This is an optimization exercise on Yosys and OpenROAD, whose aim is small area, not a production implementation. At most, simulation tests tie the RTL to the original design; equivalence was not proved. No activity file was given, so power comes from the tool's default toggle rates.

Design router_top, start of the top module:
module router_top(
    input clk,resetn,
    input read_en_0,read_en_1,read_en_2,
    input pkt_valid,
    input [7:0]data_in,
    output [7:0]data_out_0,data_out_1,data_out_2,
    output valid_out_0,valid_out_1,valid_out_2,
    output err,busy
    );
Size in the first run: roughly 540 flip-flops, about 43 I/O pins, ~20000 um2 of cells after synthesis.
==> module fifo, before the edit <==
module fifo (
    input clk,
    resetn,
    soft_reset,
    input read_en,
    write_en,
    input header_flag,
    input [7:0] data_in,
    output reg [7:0] data_out,
    output empty,
    full
);
  reg [143:0] mem;
  reg [4:0] occ;
  reg count_zero;
  reg [5:0] count_m1;
  wire rst = ~resetn | soft_reset;
  assign empty = occ[4];
  assign full  = ~occ[4] & (&occ[3:0]);
  wire wr = write_en & ~full;
  wire rd = read_en & ~empty;
  wire [15:0] sel = 16'b1 << occ[3:0];
  reg [8:0] head;
  integer k;
  always @(*) begin
    head = 9'b0;
    for (k = 0; k < 16; k = k + 1)
      head = head | (mem[k*9 +: 9] & {9{sel[k]}});
  end
  always @(posedge clk) begin
    if (rst) occ <= 5'b11111;
    else if (wr & ~rd) occ <= occ + 5'd1;
    else if (rd & ~wr) occ <= occ - 5'd1;
  end
  always @(posedge clk) begin
    if (wr) mem <= {mem[134:0], header_flag, data_in};
  end
  wire flag1 = count_zero & (|data_out);
  always @(posedge clk) begin
    if (rst) data_out <= 8'b0;
    else if (flag1) data_out <= 8'b0;
    else if (rd) data_out <= head[7:0];
  end
  always @(posedge clk) begin
    if (rst) count_zero <= 1'b1;
    else if (rd) begin
      if (head[8]) begin
        count_zero <= 1'b0;
        count_m1 <= head[7:2];
      end else if (~count_zero) begin
        if (count_m1 == 6'd0) count_zero <= 1'b1;
        else count_m1 <= count_m1 - 6'd1;
      end
    end
  end
endmodule
clock: 5.0 ns
lec_check: 0
cap_margin: 20
core_margin: 2
core_utilization: 70
place_density: 0.8
slew_margin: 20
standard.sh (not shown) runs the stock make flow with config.mk's settings and CLKGATE_MAP_FILE= SYNTH_SCRIPT=/design/flow/synth_recipe.tcl, a recipe that flattens the netlist after the stock synthesis.
==> flow/flow/run.sh <==
#!/bin/bash
# The standard layout (standard.sh), with these changes:
#  - synthesis: the standard flow's script, but ABC maps with flow/abc_area.script
#    (area recovery in &nf); everything before and after ABC, and so every
#    register, is as in the standard synthesis;
#  - clock tree: clkbuf_16 leaf buffers in clusters of up to 25 flip-flops,
#    without dummy loads;
#  - port buffers: buf_1.
set -euo pipefail
HERE=$(pwd)
sed "s#source \$::env(SCRIPTS_DIR)/synth_preamble.tcl#source \$::env(SCRIPTS_DIR)/synth_preamble.tcl\nset abc_args [lreplace \$abc_args 1 1 $HERE/flow/abc_area.script]#" \
  "$FLOW_HOME/scripts/synth.tcl" > synth_abc.tcl
sed "s#source \$::env(SCRIPTS_DIR)/synth.tcl#source $HERE/synth_abc.tcl#" synth_recipe.tcl > synth_recipe_abc.tcl
sed "s#SYNTH_SCRIPT=[^ ]*#SYNTH_SCRIPT=$HERE/synth_recipe_abc.tcl#" standard.sh > standard_abc.sh
export CTS_ARGS="-sink_clustering_enable -repair_clock_nets -dont_use_dummy_load -sink_clustering_size 16 -sink_clustering_max_diameter 60 -buf_list sky130_fd_sc_hd__clkbuf_8"
export REMOVE_ABC_BUFFERS=1
export BUFFER_PORTS_ARGS="-buffer_cell sky130_fd_sc_hd__buf_1"
bash standard_abc.sh > standard.log 2>&1
==> flow/flow/abc_area.script <==
&get -n
&st
&dch
&nf -R 1000 -p -F 8 -A 4 -C 32
&put
mfs3 -ae
Change:
--- a/flow/design.v
+++ b/flow/design.v
@@ -29,14 +29,16 @@
   end
   always @(posedge clk) begin
     if (rst) occ <= 5'b11111;
     else if (wr & ~rd) occ <= occ + 5'd1;
     else if (rd & ~wr) occ <= occ - 5'd1;
   end
+  wire load = wr & ~rst;
+  wire hold = ~wr & ~rst;
   always @(posedge clk) begin
-    if (wr) mem <= {mem[134:0], header_flag, data_in};
+    mem <= ({144{load}} & {mem[134:0], header_flag, data_in}) | ({144{hold}} & mem);
   end
   wire flag1 = count_zero & (|data_out);
   always @(posedge clk) begin
     if (rst) data_out <= 8'b0;
     else if (flag1) data_out <= 8'b0;
     else if (rd) data_out <= head[7:0];
Outcome: Wire length is higher by a little under a tenth; first-iteration DRC count is higher by a little under a tenth; die area is lower by a few percent; sequential power is lower by about a fifth; non-clock buffer count is higher by 4; count of clock-buffer cells in the layout does not change; power is lower by about a fifth; global-route usage is higher by 2.4 points; setup slack got worse by 0.34 ns; utilization is higher by 0.84 points; register-to-register slack got worse by 0.34 ns; design area is lower slightly; clock skew is lower by 0.0068 ns.
For the first run of this note, only the layout was checked, not whether the RTL still works.

router_top with an RTL version that a note above also has.
Size in the first run: about 1700 cells after synthesis, about 540 flip-flops, roughly 43 I/O pins.
==> module fifo, before the edit <==
module fifo (
    input clk,
    resetn,
    soft_reset,
    input read_en,
    write_en,
    input header_flag,
    input [7:0] data_in,
    output reg [7:0] data_out,
    output empty,
    full
);
  reg [143:0] mem;
  reg [4:0] occ;
  reg count_zero;
  reg [5:0] count_m1;
  wire rst = ~resetn | soft_reset;
  assign empty = occ[4];
  assign full  = ~occ[4] & (&occ[3:0]);
  wire wr = write_en & ~full;
  wire rd = read_en & ~empty;
  wire [15:0] sel = 16'b1 << occ[3:0];
  reg [8:0] head;
  integer k;
  always @(*) begin
    head = 9'b0;
    for (k = 0; k < 16; k = k + 1)
      head = head | (mem[k*9 +: 9] & {9{sel[k]}});
  end
  always @(posedge clk) begin
    if (rst) occ <= 5'b11111;
    else if (wr & ~rd) occ <= occ + 5'd1;
    else if (rd & ~wr) occ <= occ - 5'd1;
  end
  wire load = wr & ~rst;
  wire hold = ~wr & ~rst;
  always @(posedge clk) begin
    mem <= ({144{load}} & {mem[134:0], header_flag, data_in}) | ({144{hold}} & mem);
  end
  wire flag1 = count_zero & (|data_out);
  always @(posedge clk) begin
    if (rst) data_out <= 8'b0;
    else if (flag1) data_out <= 8'b0;
    else if (rd) data_out <= head[7:0];
  end
  always @(posedge clk) begin
    if (rst) count_zero <= 1'b1;
    else if (rd) begin
      if (head[8]) begin
        count_zero <= 1'b0;
        count_m1 <= head[7:2];
      end else if (~count_zero) begin
        if (count_m1 == 6'd0) count_zero <= 1'b1;
        else count_m1 <= count_m1 - 6'd1;
      end
    end
  end
endmodule
==> module register, before the edit <==
module register (
    input clk,
    resetn,
    input pkt_valid,
    input fifo_full,
    input ld_state,
    full_state,
    laf_state,
    lfd_state,
    detect_add,
    rst_int_reg,
    input [7:0] data_in,
    output reg parity_done,
    output reg low_pkt_valid,
    output reg err,
    output reg [7:0] data_out
);
  reg [7:0] fifo_full_state_byte, parity_diff;
  wire parity_load = (ld_state & ~fifo_full & ~pkt_valid) |
                     (laf_state & low_pkt_valid & ~parity_done);
  always @(posedge clk) begin
    if (~resetn | detect_add) parity_done <= 1'b0;
    else if (parity_load) parity_done <= 1'b1;
  end
  always @(posedge clk) begin
    if (~resetn | rst_int_reg) low_pkt_valid <= 1'b0;
    else if (ld_state & ~pkt_valid) low_pkt_valid <= 1'b1;
  end
  always @(posedge clk) begin
    if (detect_add | (ld_state & ~fifo_full)) data_out <= data_in;
    else if (laf_state) data_out <= fifo_full_state_byte;
  end
  always @(posedge clk) begin
    if (ld_state) fifo_full_state_byte <= data_in;
  end
  always @(posedge clk) begin
    if (detect_add) parity_diff <= data_in;
    else if (lfd_state & ~pkt_valid) parity_diff <= 8'b0;
    else if ((ld_state & (pkt_valid | ~fifo_full)) | (laf_state & low_pkt_valid & ~parity_done))
      parity_diff <= parity_diff ^ data_in;
  end
  always @(posedge clk) begin
    if (~resetn) err <= 1'b0;
    else if (parity_done) err <= |parity_diff;
  end
endmodule
export LEC_CHECK = 0
export CAP_MARGIN = 20
export CORE_MARGIN = 2
export CORE_UTILIZATION = 70
export PLACE_DENSITY = 0.8
export SLEW_MARGIN = 20
create_clock -name core_clock -period 5.0 [get_ports {clk}]
==> flow/flow/run.sh <==
#!/bin/bash
# The standard layout (standard.sh), with these changes:
#  - synthesis: the standard flow's script, but ABC maps with flow/abc_area.script
#    (six rounds of choice computation, area-recovering &nf mapping and mfs3) and without weak NOR3/NOR4 cells; everything before and after ABC, and so every
#    register, is as in the standard synthesis;
#  - clock tree: clkbuf_8 leaf buffers in clusters of up to 16 flip-flops,
#    without dummy loads;
#  - floorplan: ABC's buffers removed instead of a timing repair on the
#    unplaced, unbuffered netlist (REMOVE_ABC_BUFFERS);
#  - port buffers: buf_1.
set -euo pipefail
HERE=$(pwd)
# weak NOR3/NOR4 cells, kept out of ABC's mapping only: as drivers of the
# read-select lines they make the placer add a buffer to each line
ABC_DONT_USE="sky130_fd_sc_hd__nor3_1 sky130_fd_sc_hd__nor3b_1 sky130_fd_sc_hd__nor4_1 sky130_fd_sc_hd__nor4b_1 sky130_fd_sc_hd__nor4bb_1"
sed "s#source \$::env(SCRIPTS_DIR)/synth_preamble.tcl#source \$::env(SCRIPTS_DIR)/synth_preamble.tcl\nset abc_args [lreplace \$abc_args 1 1 $HERE/flow/abc_area.script]\nforeach c {$ABC_DONT_USE} { lappend abc_args -dont_use \$c }#" \
  "$FLOW_HOME/scripts/synth.tcl" > synth_abc.tcl
sed "s#source \$::env(SCRIPTS_DIR)/synth.tcl#source $HERE/synth_abc.tcl#" synth_recipe.tcl > synth_recipe_abc.tcl
sed "s#SYNTH_SCRIPT=[^ ]*#SYNTH_SCRIPT=$HERE/synth_recipe_abc.tcl#" standard.sh > standard_abc.sh
export CTS_ARGS="-sink_clustering_enable -repair_clock_nets -dont_use_dummy_load -sink_clustering_size 16 -sink_clustering_max_diameter 60 -buf_list sky130_fd_sc_hd__clkbuf_8"
export REMOVE_ABC_BUFFERS=1
export BUFFER_PORTS_ARGS="-buffer_cell sky130_fd_sc_hd__buf_1"
bash standard_abc.sh > standard.log 2>&1
==> flow/flow/abc_area.script <==
&get -n
&st
&dch
&nf -R 1000 -p -F 8 -A 4 -C 32
&put
mfs3 -ae
&get -n
&st
&dch
&nf -R 1000 -p -F 8 -A 4 -C 32
&put
mfs3 -ae
&get -n
&st
&dch
&nf -R 1000 -p -F 8 -A 4 -C 32
&put
mfs3 -ae
&get -n
&st
&dch
&nf -R 1000 -p -F 8 -A 4 -C 32
&put
mfs3 -ae
&get -n
&st
&dch
&nf -R 1000 -p -F 8 -A 4 -C 32
&put
mfs3 -ae
&get -n
&st
&dch
&nf -R 1000 -p -F 8 -A 4 -C 32
&put
mfs3 -ae
Change:
--- a/flow/design.v
+++ b/flow/design.v
@@ -43,18 +43,18 @@
     else if (flag1) data_out <= 8'b0;
     else if (rd) data_out <= head[7:0];
   end
+  wire count_load = rd & head[8];
+  wire count_dec = rd & ~head[8] & ~count_zero & (count_m1 != 6'd0);
   always @(posedge clk) begin
     if (rst) count_zero <= 1'b1;
     else if (rd) begin
-      if (head[8]) begin
-        count_zero <= 1'b0;
-        count_m1 <= head[7:2];
-      end else if (~count_zero) begin
-        if (count_m1 == 6'd0) count_zero <= 1'b1;
-        else count_m1 <= count_m1 - 6'd1;
-      end
+      if (head[8]) count_zero <= 1'b0;
+      else if (count_m1 == 6'd0) count_zero <= 1'b1;
     end
   end
+  always @(posedge clk) begin
+    count_m1 <= count_load ? head[7:2] : count_m1 - {5'd0, count_dec};
+  end
 endmodule
 module synchronizer (
     input clk,
@@ -272,14 +272,16 @@
     else if (ld_state & ~pkt_valid) low_pkt_valid <= 1'b1;
   end
   always @(posedge clk) begin
-    if (detect_add | (ld_state & ~fifo_full)) data_out <= data_in;
+    if (~resetn) data_out <= 8'b0;
+    else if (detect_add | (ld_state & ~fifo_full)) data_out <= data_in;
     else if (laf_state) data_out <= fifo_full_state_byte;
   end
   always @(posedge clk) begin
     if (ld_state) fifo_full_state_byte <= data_in;
   end
   always @(posedge clk) begin
-    if (detect_add) parity_diff <= data_in;
+    if (~resetn) parity_diff <= 8'b0;
+    else if (detect_add) parity_diff <= data_in;
     else if (lfd_state & ~pkt_valid) parity_diff <= 8'b0;
     else if ((ld_state & (pkt_valid | ~fifo_full)) | (laf_state & low_pkt_valid & ~parity_done))
       parity_diff <= parity_diff ^ data_in;
After rerunning: Hold slack improves by 0.019 ns. Critical path depth climbs by 7. Via count climbs by 3.6%. Total power drops by 0.84%. Cell count stays flat. Wire length climbs by 4.0%. Worst setup slack improves by 0.078 ns. Fmax climbs by 2.4%. Combinational power climbs by about 5%. Clock power is about the same. Non-clock buffer count climbs by 3. Global-route usage climbs by 1.4 points.

[what the ideal ports hide]
No port has a modelled driver above. Below, the same layouts with a new extraction and two added sets of constraints. Step 1 (the two cells are an assumption about what drives the block):
set clk [get_ports {clk}]
set_driving_cell -lib_cell sky130_fd_sc_hd__clkbuf_16 $clk
set_driving_cell -lib_cell sky130_fd_sc_hd__buf_2 [delete_from_list [all_inputs] $clk]
Step 2 moves the port delays by t, midway between the first and last clock arrival at a register: inputs arrive t later, outputs are due t later. That takes back most of the time a late clock gives input paths. a / b / c = no drivers / after step 1 / after step 2; a / b = the first two.
run | shift t [ns] | setup WS [ns] | hold slack, ns | clock arrival spread, ns | worst data-port slew with drivers (ns)
the first run of note 1 | 0.595 | 1.632 / 1.632 / 1.632 | 0.446 / 0.446 / 0.446 | 0.049 / 0.049 | 0.05
the second run of note 1 | 0.607 | 1.291 / 1.291 / 1.291 | 0.467 / 0.467 / 0.467 | 0.043 / 0.043 | 0.04
the first run of note 2 | 0.611 | 1.614 / 1.614 / 1.361 | 0.454 / 0.454 / 0.454 | 0.068 / 0.069 | 0.04
the second run of note 2 | 0.602 | 1.692 / 1.692 / 1.692 | 0.473 / 0.473 / 0.473 | 0.040 / 0.040 | 0.03
After both steps every run listed still meets setup and hold. For the first run of note 2, which loses most, drivers alone change the setup slack by 0.000 ns; drivers and shift together by -0.253 ns.
